Source: an optimization exercise on an open RTL-to-GDS flow (aim: small area and a short achievable clock period). Production flows keep margins and buffers that such runs may drop. At most, simulation tests tie the RTL to the original design; equivalence was not proved. The RTL of run 1 was laid out without a check of its function. Power and IR drop assume default switching activity.

## flow/design.v (module list and top-level ports; edited modules follow where they fit)
// module float_copro_dp: 1529 lines
// module float_copro_enc: 30 lines
// module float_copro_add: 15 lines
// module float_copro: 56 lines
module float_copro
   (
    input  logic        clk,
    input  logic        copro_valid,
    input  logic        copro_accept,
    input  logic [10:0] copro_opcode,
    input  logic [31:0] copro_op0,
    input  logic [31:0] copro_op1,
    output logic        copro_complete,
    output logic [31:0] copro_result
    );
  // ...
==> flow/flow/run.sh <==
#!/bin/bash
# Standard ORFS layout (the standard.sh) with these changes:
#  - after the standard synthesis, flow/fixinv.py removes the inverters that
#    Yosys's full-adder extraction leaves between adder cells (it flips the
#    polarity of adder cells, which are self-dual), and the netlist is loaded
#    from the result;
#  - ports are buffered with buf_1 cells (the standard flow picks a larger
#    delay cell); the resizer still sizes them up where timing needs it;
#  - the buffers ABC put in are removed at floorplan (REMOVE_ABC_BUFFERS),
#    so that the resizer buffers the design from scratch;
set -euo pipefail
MARGIN=${MARGIN:-9.0}
R=orfs/results/$FLOW_PLATFORM/float_copro/base
bash standard.sh synth > log_synth.txt 2>&1
cp $R/1_2_yosys.v $R/1_2_yosys_orig.v
python3 flow/fixinv.py $R/1_2_yosys_orig.v $R/1_2_yosys_fixinv.v > log_fixinv.txt 2>&1
python3 flow/xorbal.py $R/1_2_yosys_fixinv.v $R/1_2_yosys.v > log_xorbal.txt 2>&1
rm -f $R/1_synth.odb $R/1_synth.sdc
bash standard.sh synth > log_synth_odb.txt 2>&1
for step in floorplan place cts route finish; do
  bash standard.sh SETUP_SLACK_MARGIN=$MARGIN REMOVE_ABC_BUFFERS=1 \
    "BUFFER_PORTS_ARGS=-buffer_cell sky130_fd_sc_hd__buf_1" $step > log_$step.txt 2>&1
done
==> flow/flow/fixinv.py <==
#!/usr/bin/env python3
"""Remove inverters around full adders in a Yosys-written gate netlist.

A full adder is self-dual: FA(~a, ~b, ~c) = (~cout, ~sum).  Yosys's extract_fa
leaves many inverters between adder cells.  This script chooses a polarity for
every full-adder cell (all its pins inverted or not) and for every xor2/xnor2
cell (an xor2 is an xnor2 with its output inverted), so that as few signals as
possible are needed in both polarities, and rebuilds the netlist with one
inverter for each signal that is.  Usage: fixinv.py IN.v OUT.v"""
import re, sys, random, math

LIB = "sky130_fd_sc_hd__"
OUTPINS = {"X", "Y", "Q", "Q_N", "COUT", "SUM", "HI", "LO"}

src = open(sys.argv[1]).read()
m = re.search(r"^\s*" + LIB, src, re.M)
head, body = src[:m.start()], src[m.start():]
end = body.rindex("endmodule")
tail, body = body[end:], body[:end]

inst_re = re.compile(r"\s*(" + LIB + r"\w+)\s+(\S+)\s*\((.*?)\);\s*", re.S)
pin_re = re.compile(r"\.(\w+)\(\s*(.*?)\s*\)\s*(?:,|$)", re.S)
cells, order = {}, []
pos = 0
while pos < len(body):
    mm = inst_re.match(body, pos)
    if not mm:
        if body[pos:].strip():
            sys.exit("unparsed netlist text: " + body[pos:pos + 200])
        break
    typ, name, pins = mm.groups()
    cells[name] = [typ, {p: n.strip() for p, n in pin_re.findall(pins.strip())}]
    order.append(name)
    pos = mm.end()

ports = set()
for mo in re.finditer(r"^\s*(?:output|input)\s+(\[\d+:\d+\]\s*)?(\S+)\s*;", head, re.M):
    rng, nm = mo.groups()
    if rng:
        a, b = map(int, re.findall(r"\d+", rng))
        ports.update(f"{nm}[{i}]" for i in range(min(a, b), max(a, b) + 1))
    ports.add(nm)

def kind(c):
    t = cells[c][0][len(LIB):]
    if t.startswith("inv_") or t.startswith("clkinv_"):
        return "inv"
    if t.startswith("fa_"):
        return "fa"
    if t.startswith("xor2_") or t.startswith("xnor2_"):
        return "x2"
    return "other"

drv, lds = {}, {}
for c, (t, pm) in cells.items():
    for p, n in pm.items():
        (drv.__setitem__(n, (c, p)) if p in OUTPINS else lds.setdefault(n, []).append((c, p)))

# root of every net through inverter chains
def root(n):
    par = 0
    seen = 0
    while n in drv and kind(drv[n][0]) == "inv" and seen < 50:
        n = cells[drv[n][0]][1]["A"]
        par ^= 1
        seen += 1
    return n, par

invs = [c for c in cells if kind(c) == "inv"]
roots = {}   # root net -> {"loads": [(cell, pin, par)], "names": {par: name}}
def R(r):
    return roots.setdefault(r, {"loads": [], "names": {0: r}})
for n in set(list(drv) + list(lds)):
    if n in drv and kind(drv[n][0]) == "inv":
        r, par = root(n)
        R(r)["names"].setdefault(par, n)
for c in cells:
    if kind(c) == "inv":
        continue
    for p, n in cells[c][1].items():
        if p in OUTPINS:
            continue
        r, par = root(n)
        R(r)["loads"].append((c, p, par))
for r, d in roots.items():
    for par, name in list(d["names"].items()):
        pass
port_need = {}
for pn in ports:
    if pn in drv or pn in lds:
        r, par = root(pn)
        if r in roots or pn in drv:
            R(r)
            if roots[r]["names"].get(par) not in (None, pn):
                # two names of the same phase, one a port: keep as is by making the
                # port a separate load that needs that phase
                pass
            roots[r]["names"][par] = pn
            port_need.setdefault(r, set()).add(par)

flip = {c: 0 for c in cells if kind(c) in ("fa", "x2")}
def drvflip(r):
    d = drv.get(r)
    if d is None:
        return 0
    c = d[0]
    return flip.get(c, 0)

def loadflip(c):
    return flip.get(c, 0) if kind(c) == "fa" else 0

def cost_root(r):
    d = roots[r]
    s = drvflip(r)
    need = set()
    for c, p, par in d["loads"]:
        need.add(par ^ loadflip(c) ^ s)
    for par in port_need.get(r, ()):
        need.add(par ^ s)
    return 1 if len(need) > 1 or (need == {1}) else 0
# note: need == {1} alone means every load wants the other phase: 1 inverter

cell_roots = {}
for r, d in roots.items():
    if r in drv:
        cell_roots.setdefault(drv[r][0], set()).add(r)
    for c, p, par in d["loads"]:
        cell_roots.setdefault(c, set()).add(r)

def total():
    return sum(cost_root(r) for r in roots)

start_inv = len(invs)
best = total()
cur = best
bestflip = dict(flip)
vars_ = list(flip)
random.seed(1)
T = 1.0
N = 60000
for it in range(N):
    T = 1.0 * (1 - it / N) + 0.02
    c = random.choice(vars_)
    rs = cell_roots.get(c, ())
    before = sum(cost_root(r) for r in rs)
    flip[c] ^= 1
    after = sum(cost_root(r) for r in rs)
    dlt = after - before
    if dlt <= 0 or random.random() < math.exp(-dlt / T):
        cur += dlt
        if cur < best:
            best = cur
            bestflip = dict(flip)
    else:
        flip[c] ^= 1
flip = bestflip

# rebuild
for c in invs:
    del cells[c]
newid = [0]
new_wires = []
def fresh(base):
    newid[0] += 1
    n = f"_fixinv_{newid[0]}_"
    new_wires.append(n)
    return n
ninv = 0
for r, d in roots.items():
    s = drvflip(r)
    names = dict(d["names"])
    if r in drv:
        # driver output now carries phase s
        pass
    need = {}
    for c, p, par in d["loads"]:
        ph = par ^ loadflip(c)
        need.setdefault(ph, []).append((c, p))
    for par in port_need.get(r, ()):
        need.setdefault(par, [])
    if not need:
        continue
    # the driven net: name of phase s
    if s not in names:
        names[s] = fresh(r)
    if r in drv:
        c, p = drv[r]
        cells[c][1][p] = names[s]
    for ph, lst in need.items():
        if ph not in names:
            names[ph] = fresh(r)
        for c, p in lst:
            cells[c][1][p] = names[ph]
        if ph != s:
            newid[0] += 1
            nm = f"_fixinv_i{newid[0]}_"
            cells[nm] = [LIB + "inv_1", {"A": names[s], "Y": names[ph]}]
            order.append(nm)
            ninv += 1
for c in cells:
    if kind(c) == "fa" and flip[c]:
        pass  # pins already rewired by phase; the cell itself is unchanged

for c in list(cells):
    if kind(c) == "x2" and flip[c]:
        t = cells[c][0]
        pm = cells[c][1]
        if "xnor2_" in t:
            cells[c][0] = t.replace("xnor2_", "xor2_")
            pm["X"] = pm.pop("Y")
        else:
            cells[c][0] = t.replace("xor2_", "xnor2_")
            pm["Y"] = pm.pop("X")
out = [head]
for w in new_wires:
    out.append(f"  wire {w};\n")
for c in order:
    if c in cells:
        t, pm = cells[c]
        out.append(f"  {t} {c} (\n" + ",\n".join(f"    .{p}({n}{' ' if n.startswith(chr(92)) else ''})" for p, n in pm.items()) + "\n  );\n")
out.append(tail)
open(sys.argv[2], "w").write("".join(out))
print(f"fixinv: inverters {start_inv} -> {ninv} (model {best}); flipped {sum(flip.values())} cells",
      file=sys.stderr)
==> flow/flow/xorbal.py <==
#!/usr/bin/env python3
"""Rebalance xor trees in a gate netlist by estimated arrival time.

ABC sees the logic between full-adder cells with every input arriving at the
same time, so the parity of the top product column (an xor of many adder
outputs) often has its latest inputs at the bottom of the tree.  This pass
finds every tree of xor2/xnor2/xor3/xnor3 cells (each inner cell feeding only
the next one), estimates when each leaf signal arrives with a coarse delay
model, and rebuilds the tree from xor2 cells, always joining the two earliest
signals (an xnor2 at the root when the parity is inverted).
Usage: xorbal.py IN.v OUT.v"""
import re, sys

LIB = "sky130_fd_sc_hd__"
OUTPINS = {"X", "Y", "Q", "Q_N", "COUT", "SUM", "HI", "LO"}

src = open(sys.argv[1]).read()
m = re.search(r"^\s*" + LIB, src, re.M)
head, body = src[:m.start()], src[m.start():]
end = body.rindex("endmodule")
tail, body = body[end:], body[:end]
inst_re = re.compile(r"\s*(" + LIB + r"\w+)\s+(\S+)\s*\((.*?)\);\s*", re.S)
pin_re = re.compile(r"\.(\w+)\(\s*(.*?)\s*\)\s*(?:,|$)", re.S)
cells, order = {}, []
pos = 0
while pos < len(body):
    mm = inst_re.match(body, pos)
    if not mm:
        if body[pos:].strip():
            sys.exit("unparsed netlist text: " + body[pos:pos + 200])
        break
    typ, name, pins = mm.groups()
    cells[name] = [typ, {p: n.strip() for p, n in pin_re.findall(pins.strip())}]
    order.append(name)
    pos = mm.end()
ports = set()
for mo in re.finditer(r"^\s*(?:output|input)\s+(\[\d+:\d+\]\s*)?(\S+)\s*;", head, re.M):
    rng, nm = mo.groups()
    if rng:
        a, b = map(int, re.findall(r"\d+", rng))
        ports.update(f"{nm}[{i}]" for i in range(min(a, b), max(a, b) + 1))
    ports.add(nm)

def base(c):
    return re.sub(r"_\d+$", "", cells[c][0][len(LIB):])

XOR = {"xor2": (["A", "B"], "X", 0), "xnor2": (["A", "B"], "Y", 1),
       "xor3": (["A", "B", "C"], "X", 0), "xnor3": (["A", "B", "C"], "X", 1)}

def build():
    drv, lds = {}, {}
    for c, (t, pm) in cells.items():
        for p, n in pm.items():
            if p in OUTPINS:
                drv[n] = (c, p)
            else:
                lds.setdefault(n, []).append((c, p))
    return drv, lds
drv, lds = build()

DELAY = {"fa": {"SUM": 0.5, "COUT": 0.42}, "ha": {"SUM": 0.3, "COUT": 0.25},
         "dfxtp": {"Q": 0.4}, "xor2": 0.2, "xnor2": 0.2, "xor3": 0.35, "xnor3": 0.35,
         "inv": 0.07, "buf": 0.15, "clkbuf": 0.15}
memo = {}
def arrival(n, depth=0):
    if n in memo:
        return memo[n]
    d = drv.get(n)
    if d is None or depth > 400:
        return 0.0
    c, p = d
    b = base(c)
    dl = DELAY.get(b, 0.2)
    if isinstance(dl, dict):
        dl = dl.get(p, 0.3)
    dl += 0.02 * len(lds.get(n, []))
    if b.startswith("dfxtp") or b.startswith("dfrtp"):
        t = dl
    else:
        t = dl + max([arrival(x, depth + 1) for q, x in cells[c][1].items()
                      if q not in OUTPINS] + [0.0])
    memo[n] = t
    return t

def is_x(c):
    return c in cells and base(c) in XOR

def inner(c):
    """c is an inner node: its output feeds exactly one load, an xor cell."""
    out = cells[c][1][XOR[base(c)][1]]
    l = lds.get(out, [])
    return out not in ports and len(l) == 1 and is_x(l[0][0])

sys.setrecursionlimit(10000)
for n in list(drv):
    arrival(n)
QUANT = 0.8
roots = [c for c in order if is_x(c) and not inner(c)]
newid = [0]
new_wires = []
changed = 0
for r in roots:
    leaves, parity, members = [], 0, []
    stack = [r]
    while stack:
        c = stack.pop()
        members.append(c)
        ins, out, inv = XOR[base(c)]
        parity ^= inv
        for p in ins:
            n = cells[c][1][p]
            d = drv.get(n)
            if d and is_x(d[0]) and inner(d[0]) and d[0] not in members:
                stack.append(d[0])
            else:
                # an inverter in front of the tree only flips its parity
                while d and d[0] in cells and base(d[0]) in ("inv", "clkinv"):
                    n = cells[d[0]][1]["A"]
                    parity ^= 1
                    d = drv.get(n)
                leaves.append(n)
    if len(leaves) < 3:
        continue
    # equal leaves cancel
    cnt = {}
    for n in leaves:
        cnt[n] = cnt.get(n, 0) + 1
    leaves = [n for n in cnt for _ in range(cnt[n] % 2)]
    if len(leaves) < 2:
        continue
    # arrival estimates are coarse: quantize them so that leaves of about the
    # same arrival are joined in balanced trees rather than chains
    items = sorted((round(arrival(n) / QUANT) * QUANT, n) for n in leaves)
    rout = cells[r][1][XOR[base(r)][1]]
    for c in members:
        del cells[c]
    while len(items) > 1:
        (t0, x), (t1, y) = items[0], items[1]
        items = items[2:]
        last = not items
        newid[0] += 1
        nm = f"_xorbal_{newid[0]}_"
        if last:
            o = rout
            typ = "xnor2_1" if parity else "xor2_1"
        else:
            o = f"_xorbal_n{newid[0]}_"
            new_wires.append(o)
            typ = "xor2_1"
        cells[nm] = [LIB + typ, {"A": x, "B": y, ("Y" if typ.startswith("xnor") else "X"): o}]
        order.append(nm)
        items.append((max(t0, t1) + 0.2, o))
        items.sort()
    changed += 1

# drop inverters left without loads
while True:
    drv, lds = build()
    dead = [c for c in cells if base(c) in ("inv", "clkinv")
            and not lds.get(cells[c][1]["Y"]) and cells[c][1]["Y"] not in ports]
    if not dead:
        break
    for c in dead:
        del cells[c]

out = [head]
for w in new_wires:
    out.append(f"  wire {w};\n")
for c in order:
    if c in cells:
        t, pm = cells[c]
        out.append(f"  {t} {c} (\n" + ",\n".join(
            f"    .{p}({n}{' ' if n.startswith(chr(92)) else ''})" for p, n in pm.items()) + "\n  );\n")
out.append(tail)
open(sys.argv[2], "w").write("".join(out))
print(f"xorbal: rebuilt {changed} xor trees", file=sys.stderr)
==> flow/standard.sh <==
#!/bin/bash
# synth_recipe.tcl (not shown) runs the flow's synth.tcl, then flattens the netlist and writes it again
# the make line also repeats each setting of config.mk as NAME=value (left out here)
make -C /OpenROAD-flow-scripts/flow DESIGN_CONFIG=/design/flow/config.mk WORK_HOME=/design/flow/orfs CLKGATE_MAP_FILE= SYNTH_SCRIPT=/design/flow/synth_recipe.tcl "${@:-finish}"
==> flow/config.mk <==
export PLATFORM = sky130hd
export DESIGN_NAME = float_copro
export DESIGN_NICKNAME = float_copro
export VERILOG_FILES = /design/flow/design.v
export SDC_FILE = /design/flow/constraint.sdc
export NUM_CORES = 4
export LEC_CHECK = 0
export CAP_MARGIN = 20
export CORE_MARGIN = 2
export CORE_UTILIZATION = 65
export SLEW_MARGIN = 20
==> flow/constraint.sdc <==
create_clock -name core_clock -period 14.0 [get_ports {clk}]
set_input_delay 2.8000 -clock core_clock [delete_from_list [all_inputs] [get_ports {clk}]]
set_output_delay 2.8000 -clock core_clock [all_outputs]
set_load 0.01 [all_outputs]
==> impl_metrics.py, run 1 <==
metrics = {
    "place": {
        "dp_slack_ns": 8.66,
        "port_buffers": 101,
    },
    "timing": {
        "min_period_over_period": 0.373,
        "rsz0062_at_grt": "yes",
    },
    "power": {
        "comb_power_share": 0.665,
        "power.internal_mw": 1.79,
    },
    "clock_tree": {
        "clockBufferDepth": 2,
        "cts_tree": "done",
        "numClockSinks": 158,
    },
    "final_layout": {
        "inverters": 24,
        "mostFrequentLayoutCells": "a22oi_1 (256), xnor2_1 (254), fa_1 (196), dfxtp_1 (141), buf_1 (96)",
        "clk_share": 0.0343,
        "multi_input_area_um2": 11500,
        "final_common_cell": "a22oi_1",
        "clock_buffers": 18,
        "multi_input_area_share": 0.686,
    },
    "routing": {
        "drt_iter0_drc": 1287,
        "dr_wl_met3_mm": 4.80,
    },
    "min_path": {
        "whs_endpoint": "cnt[2]$_SDFFE_PP0P_",
    },
    "die": {
        "die_w_um": 157,
        "die_h_um": 157,
        "initial_core_util": 0.655,
        "nWellTaps": 319,
    },
    "global_routing": {
        "met1_usage": 0.485,
    },
    "critical_path": {
        "rrSetupSlack_ns": 9.08,
        "r2r_end": "lo_r[23]$_DFF_P_",
        "end_kind": "primary output",
        "path_buf_inv": 2,
        "critPathTopFamily": "compound AO/OA/AOI/OAI gates",
        "required_ns": 11.20,
        "path_class": "register to primary output",
        "crit_start": "hs_r[0]$_DFF_P_",
    },
    "run_status": {
        "outcome": "finished clean",
    },
    "logic_synthesis": {
        "syn-instance-count": 1496,
    },
    "flow_run": {
        "drv_cap": 0,
    },
}
==> module float_copro, before the edit <==
module float_copro
   (
    input  logic        clk,
    input  logic        copro_valid,
    input  logic        copro_accept,
    input  logic [10:0] copro_opcode,
    input  logic [31:0] copro_op0,
    input  logic [31:0] copro_op1,
    output logic        copro_complete,
    output logic [31:0] copro_result
    );
   wire mul_d    = copro_opcode[1:0] == 2'd2;
   wire addsub_d = !copro_opcode[1];
   wire sub_d    = copro_opcode[1:0] == 2'd1;
   logic        mul_r, as_r;    
   logic [3:0]  cnt;            
   logic [31:0] b_r, c_r;
   logic [15:0] one, two, neg;
   logic [15:0] one_d, two_d, neg_d;
   float_copro_enc encoder (
      .a(copro_op0), .mul(mul_d), .addsub(addsub_d), .sub(sub_d),
      .one(one_d), .two(two_d), .neg(neg_d)
   );
   logic [15:0] one_r, two_r, neg_r;
   assign one = one_r;
   assign two = two_r;
   assign neg = neg_r;
   logic [23:0] lo_d, lo_r;
   logic        cy_d, cy_r;
   logic [7:0] hs_d, hc_d, hs_r, hc_r;
   float_copro_dp datapath (
      .one(one), .two(two), .neg(neg), .b(b_r), .c(c_r),
      .lo(lo_d), .lo_cy(cy_d), .hi_s(hs_d), .hi_c(hc_d)
   );
   always_ff @(posedge clk) begin
      b_r   <= copro_op1;
      mul_r <= mul_d;
      as_r  <= addsub_d;
      one_r <= one_d;
      two_r <= two_d;
      neg_r <= neg_d;
      c_r   <= copro_op0 & {32{addsub_d}};
      lo_r  <= lo_d;
      cy_r  <= cy_d;
      hs_r  <= hs_d;
      hc_r  <= hc_d;
      if (!copro_valid || copro_accept)
         cnt <= 4'd0;
      else if (cnt != 4'd15)
         cnt <= cnt + 4'd1;
   end
   assign copro_complete = mul_r ? cnt >= 4'd2 : as_r ? cnt >= 4'd3 : cnt >= 4'd11;
   wire [8:0] hi;
   float_copro_add #(.N(8), .CI(2)) hi_add (.a(hs_r), .b(hc_r), .ci(cy_r), .y(hi));
   assign copro_result = {hi[7:0], lo_r};
endmodule
==> run 2: changes to the inputs <==
--- a/flow/design.v
+++ b/flow/design.v
@@ -1,18 +1,18 @@
 module float_copro_dp (
    input  logic [15:0] one,
    input  logic [15:0] two,
    input  logic [15:0] neg,
    input  logic [31:0] b,
    input  logic [31:0] c,
-   output logic [23:0] lo,
+   output logic [21:0] lo,
    output logic        lo_cy,
-   output logic [7:0] hi_s,
-   output logic [7:0] hi_c
+   output logic [9:0] hi_s,
+   output logic [9:0] hi_c
    );
    wire pp0_0;
    wire pp0_1;
    wire pp0_2;
    wire pp0_3;
    wire pp0_4;
    wire pp0_5;
    wire pp0_6;
@@ -1518,19 +1518,19 @@
    assign tx24 = tx22 ^ tx23;
    assign tx25 = fc99 ^ fc142;
    assign tx26 = tx24 ^ tx25;
    assign tx27 = tx26 ^ fc143;
    assign tx28 = tx27 ^ fc168;
    assign tx29 = tx28 ^ fc196;
    wire [31:0] rs = {tx29, fc195, fc194, fc193, fc192, fc191, fc190, fc189, fc188, fc187, fc186, fc185, fc184, fc183, fc182, fc181, fc180, fc179, fc178, fc177, fc176, fc175, fc174, fc173, fc172, fc171, fc170, hc29, hs29, hc28, hc27, pp0_0};
    wire [31:0] rc = {1'b0, fs196, fs195, fs194, fs193, fs192, fs191, fs190, fs189, fs188, fs187, fs186, fs185, fs184, fs183, fs182, fs181, fs180, fs179, fs178, fs177, fs176, fs175, fs174, fs173, fs172, fs171, fs170, fc169, fs169, hs28, hs27};
-   float_copro_add #(.N(24), .CI(0)) lo_add (.a(rs[23:0]), .b(rc[23:0]), .ci(1'b0), .y({lo_cy, lo}));
-   assign hi_s = rs[31:24];
-   assign hi_c = rc[31:24];
+   assign {lo_cy, lo} = {1'b0, rs[21:0]} + {1'b0, rc[21:0]};
+   assign hi_s = rs[31:22];
+   assign hi_c = rc[31:22];
 endmodule
 module float_copro_enc (
    input  logic [31:0] a,
    input  logic        mul,
    input  logic        addsub,
    input  logic        sub,
    output logic [15:0] one,
    output logic [15:0] two,
@@ -1552,31 +1552,16 @@
          end else begin : rk
             assign one[k] = mul & e1;
             assign two[k] = mul & e2;
             assign neg[k] = mul & en;
          end
       end
    endgenerate
 endmodule
-module float_copro_add #(parameter N = 8, parameter CI = 0) (
-   input  logic [N-1:0] a,
-   input  logic [N-1:0] b,
-   input  logic         ci,
-   output logic [N:0]   y
-   );
-   generate
-      if (CI == 0) begin : c0
-         assign y = {1'b0, a} + {1'b0, b};
-      end else begin : c1
-         wire [N+1:0] t = {1'b0, a, 1'b1} + {1'b0, b, (CI == 1) ? 1'b1 : ci};
-         assign y = t[N+1:1];
-      end
-   endgenerate
-endmodule
 module float_copro
    (
     input  logic        clk,
     input  logic        copro_valid,
     input  logic        copro_accept,
     input  logic [10:0] copro_opcode,
     input  logic [31:0] copro_op0,
     input  logic [31:0] copro_op1,
@@ -1594,19 +1579,19 @@
    float_copro_enc encoder (
       .a(copro_op0), .mul(mul_d), .addsub(addsub_d), .sub(sub_d),
       .one(one_d), .two(two_d), .neg(neg_d)
    );
    logic [15:0] one_r, two_r, neg_r;
    assign one = one_r;
    assign two = two_r;
    assign neg = neg_r;
-   logic [23:0] lo_d, lo_r;
+   logic [21:0] lo_d, lo_r;
    logic        cy_d, cy_r;
-   logic [7:0] hs_d, hc_d, hs_r, hc_r;
+   logic [9:0] hs_d, hc_d, hs_r, hc_r;
    float_copro_dp datapath (
       .one(one), .two(two), .neg(neg), .b(b_r), .c(c_r),
       .lo(lo_d), .lo_cy(cy_d), .hi_s(hs_d), .hi_c(hc_d)
    );
    always_ff @(posedge clk) begin
       b_r   <= copro_op1;
       mul_r <= mul_d;
       as_r  <= addsub_d;
@@ -1619,12 +1604,11 @@
       hs_r  <= hs_d;
       hc_r  <= hc_d;
       if (!copro_valid || copro_accept)
          cnt <= 4'd0;
       else if (cnt != 4'd15)
          cnt <= cnt + 4'd1;
    end
    assign copro_complete = mul_r ? cnt >= 4'd2 : as_r ? cnt >= 4'd3 : cnt >= 4'd11;
-   wire [8:0] hi;
-   float_copro_add #(.N(8), .CI(2)) hi_add (.a(hs_r), .b(hc_r), .ci(cy_r), .y(hi));
-   assign copro_result = {hi[7:0], lo_r};
+   wire [10:0] hi = {hs_r, 1'b1} + {hc_r, cy_r};
+   assign copro_result = {hi[10:1], lo_r};
 endmodule
==> flow/flow/run.sh (replaced) <==
#!/bin/bash
# Standard ORFS layout (the standard.sh) with these changes:
#  - after the standard synthesis, flow/fixinv.py removes the inverters that
#    Yosys's full-adder extraction leaves between adder cells (it flips the
#    polarity of adder cells, which are self-dual), and the netlist is loaded
#    from the result;
#  - ports are buffered with buf_1 cells (the standard flow picks a larger
#    delay cell); the resizer still sizes them up where timing needs it;
set -euo pipefail
MARGIN=${MARGIN:-9.2}
R=orfs/results/$FLOW_PLATFORM/float_copro/base
bash standard.sh synth > log_synth.txt 2>&1
cp $R/1_2_yosys.v $R/1_2_yosys_orig.v
python3 flow/fixinv.py $R/1_2_yosys_orig.v $R/1_2_yosys_fixinv.v > log_fixinv.txt 2>&1
python3 flow/xorbal.py $R/1_2_yosys_fixinv.v $R/1_2_yosys.v > log_xorbal.txt 2>&1
rm -f $R/1_synth.odb $R/1_synth.sdc
bash standard.sh synth > log_synth_odb.txt 2>&1
for step in floorplan place cts route finish; do
  bash standard.sh SETUP_SLACK_MARGIN=$MARGIN \
    "BUFFER_PORTS_ARGS=-buffer_cell sky130_fd_sc_hd__buf_1" $step > log_$step.txt 2>&1
done
==> impl_metrics.py, run 2 <==
metrics = {
    "run_status": {
        "outcome": "finished clean",
    },
    "clock_tree": {
        "numCtsBuffers": 17,
        "clockRootBuffer": "clkbuf_16",
        "clockBufferDepth": 2,
        "cts_tree": "done",
        "hold_buffers": 0,
        "clkSlewWorstSetupHoldPaths_ns": 0.08,
        "numClockSinks": 160,
        "clk_latency_ns": 0.44,
        "h-tree-depth": 4,
    },
    "global_routing": {
        "grt_util_all_layers": 0.355,
        "grt_pass1_vias": 12300,
        "antenna_found_initial": 0,
        "grt_max_degree": 51,
        "grt_overflow": 0,
        "grt_pass1_wl_mm": 67.6,
    },
    "final_layout": {
        "drive_gt1_frac": 0.0932,
        "final_area_um2": 17000,
        "mostFrequentLayoutCells": "a22oi_1 (254), xnor2_1 (242), fa_1 (197), dfxtp_1 (145), buf_1 (92)",
        "fin_cells": 1896,
        "final_common_cell": "a22oi_1",
        "fillCellCount": 1803,
        "utilization": 0.722,
        "reg_top3": "b_r (32), c_r (32), lo_r (22)",
        "diodes": 0,
        "syn2layout_area_growth_pct": 9.26,
        "nets": 1918,
    },
    "critical_path": {
        "end_kind": "primary output",
        "r2r_start": "two_r[1]$_DFF_P_",
        "required_ns": 11.20,
        "rrSetupSlack_ns": 9.31,
        "r2r_end": "cy_r$_DFF_P_",
        "critPathMaxFanout": 2,
        "r2r_cells": 15,
        "arrival_ns": 2.27,
        "path_class": "register to primary output",
        "worstSetupStartpointType": "register",
    },
    "die": {
        "rows": 56,
        "die_h_um": 159,
        "pin_count": 111,
        "core_um2": 23500,
        "die_w_um": 159,
        "die_area_um2": 25100,
        "initial_core_util": 0.661,
    },
    "routing": {
        "drt_iter0_drc": 1284,
        "routed_via_density": 6.37,
        "vias": 12100,
        "dr.pass1.iters": 6,
        "drtAntennaViolNets": 0,
        "routed_wl_mm": 43.3,
        "drc_errors": 0,
        "wl_per_cell_um": 22.8,
    },
    "min_path": {
        "whs_endpoint": "cnt[1]$_SDFFE_PP0P_",
        "hold_class": "register to register",
        "hold_start": "cnt[1]$_SDFFE_PP0P_",
        "holdPathStages": 2,
    },
    "timing": {
        "max_slew_margin": 0.313,
        "setup_violations": 0,
        "fmax_ghz": 0.197,
        "min_period_over_period": 0.362,
        "setup_tns_ns": 0,
        "maxSlewViolCount": 0,
        "min_period_ns": 5.07,
        "finClkSkew_ns": 0.0216,
        "hold_violations": 0,
        "worst-slew-pin-transition_ns": 1.03,
        "rsz0062_at_grt": "yes",
    },
    "logic_synthesis": {
        "yosysWarnings": 1,
        "syn_area_um2": 15500,
        "postSynthAreaPerCell_um2": 10.1,
        "syn-instance-count": 1532,
    },
    "place": {
        "hpwl_mm": 29.0,
        "placedCellCount": 1846,
        "gp_congestion": 0.890,
        "dpl_cell_area_um2": 16000,
        "port_buffers": 101,
    },
    "flow_run": {
        "drv_cap": 0,
    },
    "power": {
        "p_leak_nw": 6.73,
        "vdd_drop_max_mv": 0.206,
        "powerDensity_nw_per_um2": 186,
    },
}
## run 2: per-layer routing
layer | share of wire | wire length (um) | vias to the layer above | global-route usage
met2 | 0.44 | 19100 | 743 | 0.537
met1 | 0.42 | 18300 | 5886 | 0.505
met5 | 0 | 0 | - | 0
met4 | 0.038 | 1650 | 0 | 0.129
li1 | - | - | 5312 | -
met3 | 0.097 | 4200 | 141 | 0.0778
## run 2: power breakdown
group	internal, mW	switching [mW]
Clock	0.243	0.248
Combinational	0.931	1.12
Sequential	0.564	0.0442
## run 2: critical path, stage by stage (launching register included)
cell and delay, ns:
dfxtp_4 0.36, fa_2 0.35, inv_2 0.09, nor2b_4 0.04
o21ai_2 0.14, buf_4 0.14, buf_6 0.08, buf_6 0.08
buf_6 0.08, buf_6 0.08, buf_6 0.08, nand2_2 0.05
nor2_2 0.09, nor2_1 0.04, buf_2 0.13
## run 2: area by class of cell
class	instances	area [um^2]	area share
clock buffer	17	425	0.0251
clock inverter	15	183	0.0108
inverter	26	97.6	0.00576
multi-input combinational	1201	11700	0.693
sequential	160	3230	0.191
tap	319	399	0.0235
timing repair buffer	158	873	0.0515
## run 2: what timing repair did
item	in CTS	in global routing
endpoints found under the setup margin	12	14
endpoints found under the hold margin	0	0
pin swaps	8	9
resized for setup	33	36
setup buffers	13	5
## run 2: metrics by stage
step	hold slack [ns]	power (mW)	setup slack [ns]
finish	0.546	3.15	8.93
global route	0.578	3.42	8.83
CTS	0.565	3.10	8.90
detailed placement	0.544	2.54	8.74
global placement	0.553	2.48	8.78
floorplan	0.507	2.06	9.29
## run 2: worst max path at each step
| stage | start | endpoint | slack [ns] | depth (start not counted) |
|---|---|---|---|---|
| 6_report | hs_r[0]$_DFF_P_ | copro_result[25] | 8.93 | 14 |
| 5_1_grt | cy_r$_DFF_P_ | copro_result[25] | 8.83 | 14 |
| 4_1_cts | hc_r[0]$_DFF_P_ | copro_result[25] | 8.90 | 14 |
| 3_5_place_dp | b_r[10]$_DFF_P_ | lo_r[20]$_DFF_P_ | 8.74 | 15 |
| 3_3_place_gp | b_r[10]$_DFF_P_ | lo_r[20]$_DFF_P_ | 8.78 | 14 |
| 2_1_floorplan | cy_r$_DFF_P_ | copro_result[31] | 9.29 | 8 |

[port drivers added, routing unchanged]
In the flow no input, the clock included, has a driving cell. The finished layouts below were timed again as built, in two steps.
Step 1, drivers: a clkbuf_16 drives clk and a buf_2 each remaining input, both assumed.
Step 2, shift: input delay + t, output delay - t, t = (earliest + latest rising clock arrival at the registers) / 2. This alone moves slack from input paths to output paths.
Three values: ideal, step 1, step 2; two values: the first two.
run | t, ns | setup slack, ns | slew at the worst register clock pin (ns) | worst data-port slew with drivers (ns) | cell pins on the clock port's net
run 1 | 0.496 | 8.773 / 8.720 / 9.082 | 0.08 / 0.08 | 0.08 | 1
run 2 | 0.484 | 8.932 / 8.881 / 9.199 | 0.08 / 0.08 | 0.04 | 1
After both steps every run listed still meets setup and hold.
